Source: an optimization exercise on an open RTL-to-GDS flow (aim: small area). Production flows keep margins and buffers that such runs may drop.
In this exercise RTL edits were held to simulation tests only and were not proved equivalent to the original.
Power figures rest on the tool's default switching activity, not on a simulated workload. The flow treats the clock pin as an ideal source, which a real chip does not have.

## sisc
module sisc (clk, rst_f, imem_addr, imem_rdata, dmem_addr, dmem_wdata, dmem_we, dmem_rdata, halted);
Size: roughly 960 cells after synthesis, roughly 560 flip-flops, about 130 I/O pins, roughly 14000 um2 of cells after synthesis.
export LEC_CHECK = 0
export CAP_MARGIN = 20
export CORE_MARGIN = 2
export CORE_UTILIZATION = 70
export PLACE_DENSITY = 0.8
export SLEW_MARGIN = 20
create_clock -name core_clock -period 10.0 [get_ports {clk}]
standard.sh (not shown) runs the stock make flow with config.mk's settings and CLKGATE_MAP_FILE= SYNTH_SCRIPT=/design/flow/synth_recipe.tcl, a recipe that flattens the netlist after the stock synthesis.
==> flow/flow/run.sh <==
#!/bin/bash
# Standard ORFS layout (standard synthesis unchanged) with smaller port buffers
# and a clock tree with larger sink clusters and no dummy loads.
set -euo pipefail
export BUFFER_PORTS_ARGS="-buffer_cell sky130_fd_sc_hd__buf_1"
export CTS_ARGS="-sink_clustering_enable -repair_clock_nets -dont_use_dummy_load -sink_clustering_size 30 -sink_clustering_max_diameter 100"
bash standard.sh finish > flow_make.log 2>&1
Next try:
--- a/flow/design.v
+++ b/flow/design.v
@@ -76,40 +76,39 @@
   always @* begin
     case (fn[1:0])
       2'b00: lg = ~pa;
       2'b01: lg = pa | pb;
       2'b10: lg = pa & pb;
       default: lg = pa ^ pb;
     endcase
   end
   wire res = (regf & fn[3]) ? 1'b0 : ((regf & fn[2]) ? lg : sum);
   wire [4:0] kn   = ~k;
-  wire       tap  = t[kn];
+  wire       tap  = t[31];
   wire       lsh  = issh & fn[1];
   wire       shv  = (lsh & fn[0] & (k == 5'd0)) ? pa : tap;
-  wire       tin  = issh ? (pa & ~(lsh & (fn[0] ^ rot))) : pb;
+  wire       tin  = issh ? (pa & ~(lsh & (fn[0] ^ rot))) : (islod ? t[31] : pb);
   reg       we;
   reg [3:0] wa;
   reg       wb;
   always @* begin
     we = 1'b0;
     wa = rt;
     wb = res;
     if (act) begin
       if (r0) begin
         if (isalu & ~issh) begin we = 1'b1; wa = regf ? rd : rt; wb = res; end
         if (isswp)         begin we = 1'b1; wa = rt; wb = res; end
-        if (islod & ph[4] & ~ph0) begin we = 1'b1; wa = rt; wb = tap; end
       end else begin
-        if (issh)           begin we = 1'b1; wa = rd; wb = shv & ~(lsh & acc); end
-        if (isswp)          begin we = 1'b1; wa = rs; wb = tap; end
-        if (islod & (~ph[4] | ph0)) begin we = 1'b1; wa = rt; wb = tap; end
+        if (issh)          begin we = 1'b1; wa = rd; wb = shv & ~(lsh & acc); end
+        if (isswp)         begin we = 1'b1; wa = rs; wb = tap; end
+        if (islod)         begin we = 1'b1; wa = rt; wb = tap; end
       end
     end
   end
   wire [15:0] wsel = we ? (16'd1 << wa) : 16'd0;
   always @(posedge clk) begin
     r1  <= {wsel[1]  ? wb : r1[0],  r1[31:1]};
     r2  <= {wsel[2]  ? wb : r2[0],  r2[31:1]};
     r3  <= {wsel[3]  ? wb : r3[0],  r3[31:1]};
     r4  <= {wsel[4]  ? wb : r4[0],  r4[31:1]};
     r5  <= {wsel[5]  ? wb : r5[0],  r5[31:1]};
@@ -124,24 +123,29 @@
     r14 <= {wsel[14] ? wb : r14[0], r14[31:1]};
     r15 <= {wsel[15] ? wb : r15[0], r15[31:1]};
   end
   wire [31:0] dw = {dmem_rdata[16:0], dmem_rdata[31:17]};
   wire [31:0] dwr;
   assign dwr = {dw[0], dw[1], dw[2], dw[3], dw[4], dw[5], dw[6], dw[7],
                 dw[8], dw[9], dw[10], dw[11], dw[12], dw[13], dw[14], dw[15],
                 dw[16], dw[17], dw[18], dw[19], dw[20], dw[21], dw[22], dw[23],
                 dw[24], dw[25], dw[26], dw[27], dw[28], dw[29], dw[30], dw[31]};
   wire tld = islod & r0 & (ph == 5'd16);
+  wire m16 = kn[4] ? t[15] : tin;
+  wire m8  = kn[3] ? t[23] : m16;
+  wire m4  = kn[2] ? t[27] : m8;
+  wire m2  = kn[1] ? t[29] : m4;
+  wire m1  = kn[0] ? t[30] : m2;
   always @(posedge clk) begin
     c <= co;
     if (tld) t <= dwr;
-    else     t <= {t[30:0], tin};
+    else     t <= {m1, m2, t[28], m4, t[26:24], m8, t[22:16], m16, t[14:0], tin};
     if (r0) acc <= ((ph == 5'd0) ? 1'b0 : acc) | (issh ? (pb & (ph >= 5'd5)) : sum);
     if (r0 & (ph < 5'd5)) k <= {issh & sum, k[4:1]};
     if (ph0) a <= {sum, imem_rdata[15:1]};
     else     a <= {sum, a[15:1]};
   end
   wire stwe = act & r0 & (ph == 5'd31) & isalu & ((fn == 4'd1) | (fn == 4'd2));
   wire fsb  = (fn == 4'd2);
   always @(posedge clk or negedge rst_f) begin
     if (!rst_f) begin
       ph  <= 5'd0;
Result: Hold slack loses 0.0030 ns. Non-clock buffer count rose by 1. Clock power stays flat. Cell area went down slightly. Cell count stays flat. Total power barely changes. Worst setup slack is better by 0.48 ns. Synthesized area is lower by a few percent. Wire length came out lower slightly. Die area falls by a few percent. Critical path depth fell by 2. Sequential power hardly moves. Via count falls by a few percent.

-- afterwards: timing with drivers on the ports --
In the flow no input, the clock included, has a driving cell. The finished layouts below were timed again as built, in two steps.
Step 1, drivers: a clkbuf_16 drives clk and a buf_2 each remaining input, both assumed.
Step 2 also shifts input and output timing later by t, the mid clock arrival at the registers, as if the neighbouring blocks saw the same clock.
Slacks: no drivers / after step 1 / after step 2; pairs: no drivers / after step 1.
run	t (ns)	setup WS [ns]	clock arrival spread, ns	worst register clock-pin slew, ns
the first run	0.567	4.095 / 4.112 / 3.546	0.052 / 0.053	0.11 / 0.11
the second run	0.571	4.572 / 4.564 / 3.993	0.056 / 0.056	0.12 / 0.12
After both steps every run listed still meets setup and hold. For the second run, which loses most, drivers alone change the setup slack by -0.008 ns; drivers and shift together by -0.579 ns.
